Background: an optimization exercise with open tools, aiming at small area and a short achievable clock period. Do not read the settings as production practice. Function was checked by simulation only, so behaviour that the tests miss may differ from the original. Power is estimated from default activity; no workload was simulated.

== maple ==
// video_gen
module video_gen (
  input  wire        clk,
  input  wire        reset,
  input  wire        interlaced,
  input  wire [11:0] v_total_0,
  input  wire [11:0] v_fp_0,
  input  wire [11:0] v_bp_0,
  input  wire [11:0] v_sync_0,
  input  wire [11:0] v_total_1,
  input  wire [11:0] v_fp_1,
  input  wire [11:0] v_bp_1,
  input  wire [11:0] v_sync_1,
  input  wire [11:0] h_total,
  input  wire [11:0] h_fp,
  input  wire [11:0] h_bp,
  input  wire [11:0] h_sync,
  input  wire [11:0] hv_offset_0,
  input  wire [11:0] hv_offset_1,
  input  wire [11:0] total_active_pix,
  input  wire [11:0] total_active_lines,
  input  wire [7:0]  pattern,
  input  wire [19:0] ramp_step,
  input  wire [7:0]  r_in,
  input  wire [7:0]  g_in,
  input  wire [7:0]  b_in,
  output wire [12:0] v_count_out,
  output wire [11:0] h_count_out,
  output wire [11:0] x_out,
  output wire [12:0] y_out,
  output wire        field_out,
  output wire        vs_out,
  output wire        hs_out,
  output wire        de_out,
  output wire [7:0]  r_out,
  output wire [7:0]  g_out,
  output wire [7:0]  b_out
);
wire vs_t, hs_t, de_t;
sync_vg i_sync_vg (
  .clk(clk),
  .reset(reset),
  .interlaced(interlaced),
  .v_total_0(v_total_0),
  .v_fp_0(v_fp_0),
  .v_bp_0(v_bp_0),
  .v_sync_0(v_sync_0),
  .v_total_1(v_total_1),
  .v_fp_1(v_fp_1),
  .v_bp_1(v_bp_1),
  .v_sync_1(v_sync_1),
  .h_total(h_total),
  .h_fp(h_fp),
  .h_bp(h_bp),
  .h_sync(h_sync),
  .hv_offset_0(hv_offset_0),
  .hv_offset_1(hv_offset_1),
  .vs_out(vs_t),
  .hs_out(hs_t),
  .de_out(de_t),
  .v_count_out(v_count_out),
  .h_count_out(h_count_out),
  .x_out(x_out),
  .y_out(y_out),
  .field_out(field_out)
);
pattern_vg i_pattern_vg (
  .reset(reset),
  .clk_in(clk),
  .x(x_out),
  .y(y_out[11:0]),
  .vn_in(vs_t),
  .hn_in(hs_t),
  .dn_in(de_t),
  ...
Size: roughly 1300 cells after synthesis, about 170 flip-flops, ~330 I/O pins, about 12000 µm² of cells after synthesis.
clock: 5.0 ns
lec_check: 0
cap_margin: 20
core_area: 2.3 2.72 157.78 157.76
cts_buf_list: sky130_fd_sc_hd__clkbuf_4 sky130_fd_sc_hd__clkbuf_8
die_area: 0 0 160 160
setup_slack_margin: 2.2
slew_margin: 20
standard.sh (not shown) runs the stock make flow with config.mk's settings and CLKGATE_MAP_FILE= SYNTH_SCRIPT=/design/flow/synth_recipe.tcl, a recipe that flattens the netlist after the stock synthesis.
==> flow/flow/run.sh <==
#!/bin/bash
set -euo pipefail
export BUFFER_PORTS_ARGS="-buffer_cell sky130_fd_sc_hd__buf_1"
bash standard.sh > standard_flow.log 2>&1
maple | status: complete | timing, DRC, antenna: pass
Edits applied to the flow inputs when going from maple to lagoon:
Settings: DIE_AREA: 0 0 160 160 -> 0 0 210 210; SETUP_SLACK_MARGIN: 2.2 -> 2.5; CTS_BUF_LIST: sky130_fd_sc_hd__clkbuf_4 sky130_fd_sc_hd__clkbuf_8 -> unset; CORE_AREA: 2.3 2.72 157.78 157.76 -> 2.3 2.72 207.7 207.12.
==> comparison <==
lagoon -> maple: hold slack flat. Number of post-CTS setup repair buffers: lagoon > maple. Summary of lagoon over maple: well tap count +215; global-route total usage across every layer down 8.1 points.
#### Input delta (juniper over lagoon)
Settings: TNS_END_PERCENT: unset -> 0; DIE_AREA: 0 0 210 210 -> 0 0 160 160; CTS_BUF_LIST: unset -> sky130_fd_sc_hd__clkbuf_4 sky130_fd_sc_hd__clkbuf_8; SETUP_SLACK_MARGIN: 2.5 -> 2.8; CORE_AREA: 2.3 2.72 207.7 207.12 -> 2.3 2.72 157.78 157.76.
Findings:
- No stage failed in juniper, and the final checks on the layout all came back clean.
- Min total power across juniper and lagoon: juniper
- Library cell contributing the largest single delay on the critical path: sky130_fd_sc_hd__fa_2 -> juniper, sky130_fd_sc_hd__or4_4 -> lagoon
- Compared with lagoon, juniper shows area enclosed by the die boundary lower by about 40%.
- Per the comparison of juniper with lagoon, placed cell area shrank by 5.0%, setup fix buffers added after clock tree synthesis shows a reduction of 12.
#### Input delta (violet over juniper)
Settings: swapping 2.8 for 2.7 in SETUP_SLACK_MARGIN; clearing TNS_END_PERCENT, which used to be 0.
### Flow results
Between juniper and violet, the flow reports total combinational power increasing by more than 10%.
Taking juniper as the reference point, the largest fanout of any net on the critical path of violet rises by 1.
As far as sequential power is concerned, violet and juniper perform about the same.
Run comparison: juniper worst setup path endpoint i_pattern_vg.ramp_lo[10]$_SDFFE_PP0P_; violet worst setup path endpoint i_sync_vg.y_out[8]$_DFFE_PP_
juniper has completed all stages; timing, DRC and antenna checks passed.
violet: PASS, flow complete, no timing, DRC or antenna violations
Final area (higher): violet
There was hardly any difference in clock transition at the registers of the reported paths between juniper and violet.
~same total instance count after detailed placement in violet and juniper
Between juniper and violet, the flow reports HPWL reported at the end of detailed placement increasing by a few percent.
Going from juniper to violet, the shortest period the worst path allows was found to have gone up by 0.062 ns.

==> port drivers added, routing unchanged <==
In the flow no input, the clock included, has a driving cell. The finished layouts below were timed again as built, in two steps. Step 1, drivers: a clkbuf_16 drives clk and a buf_2 each remaining input, both assumed. Step 2 adds t to the input delays and takes it off the output delays; t is the mean of the earliest and latest rising clock arrival at the registers after step 1. Input paths then give back, and output paths get back, about the clock's delay inside the block. Three values: no drivers, after step 1, after step 2; two values: the first two.
run	t, ns	setup WS [ns]	worst setup path after step 2	clock arrival spread, ns
maple	0.498	2.211 / 2.211 / 1.765	input to register	0.021 / 0.021
lagoon	0.500	2.329 / 2.329 / 1.935	input to register	0.011 / 0.012
juniper	0.495	2.344 / 2.351 / 1.869	input to register	0.021 / 0.022
violet	0.508	2.282 / 2.282 / 1.948	input to register	0.023 / 0.023
After both steps every run listed still meets setup and hold. The setup slack of juniper, which loses most, moves by +0.007 ns with the drivers and by -0.475 ns with both steps.
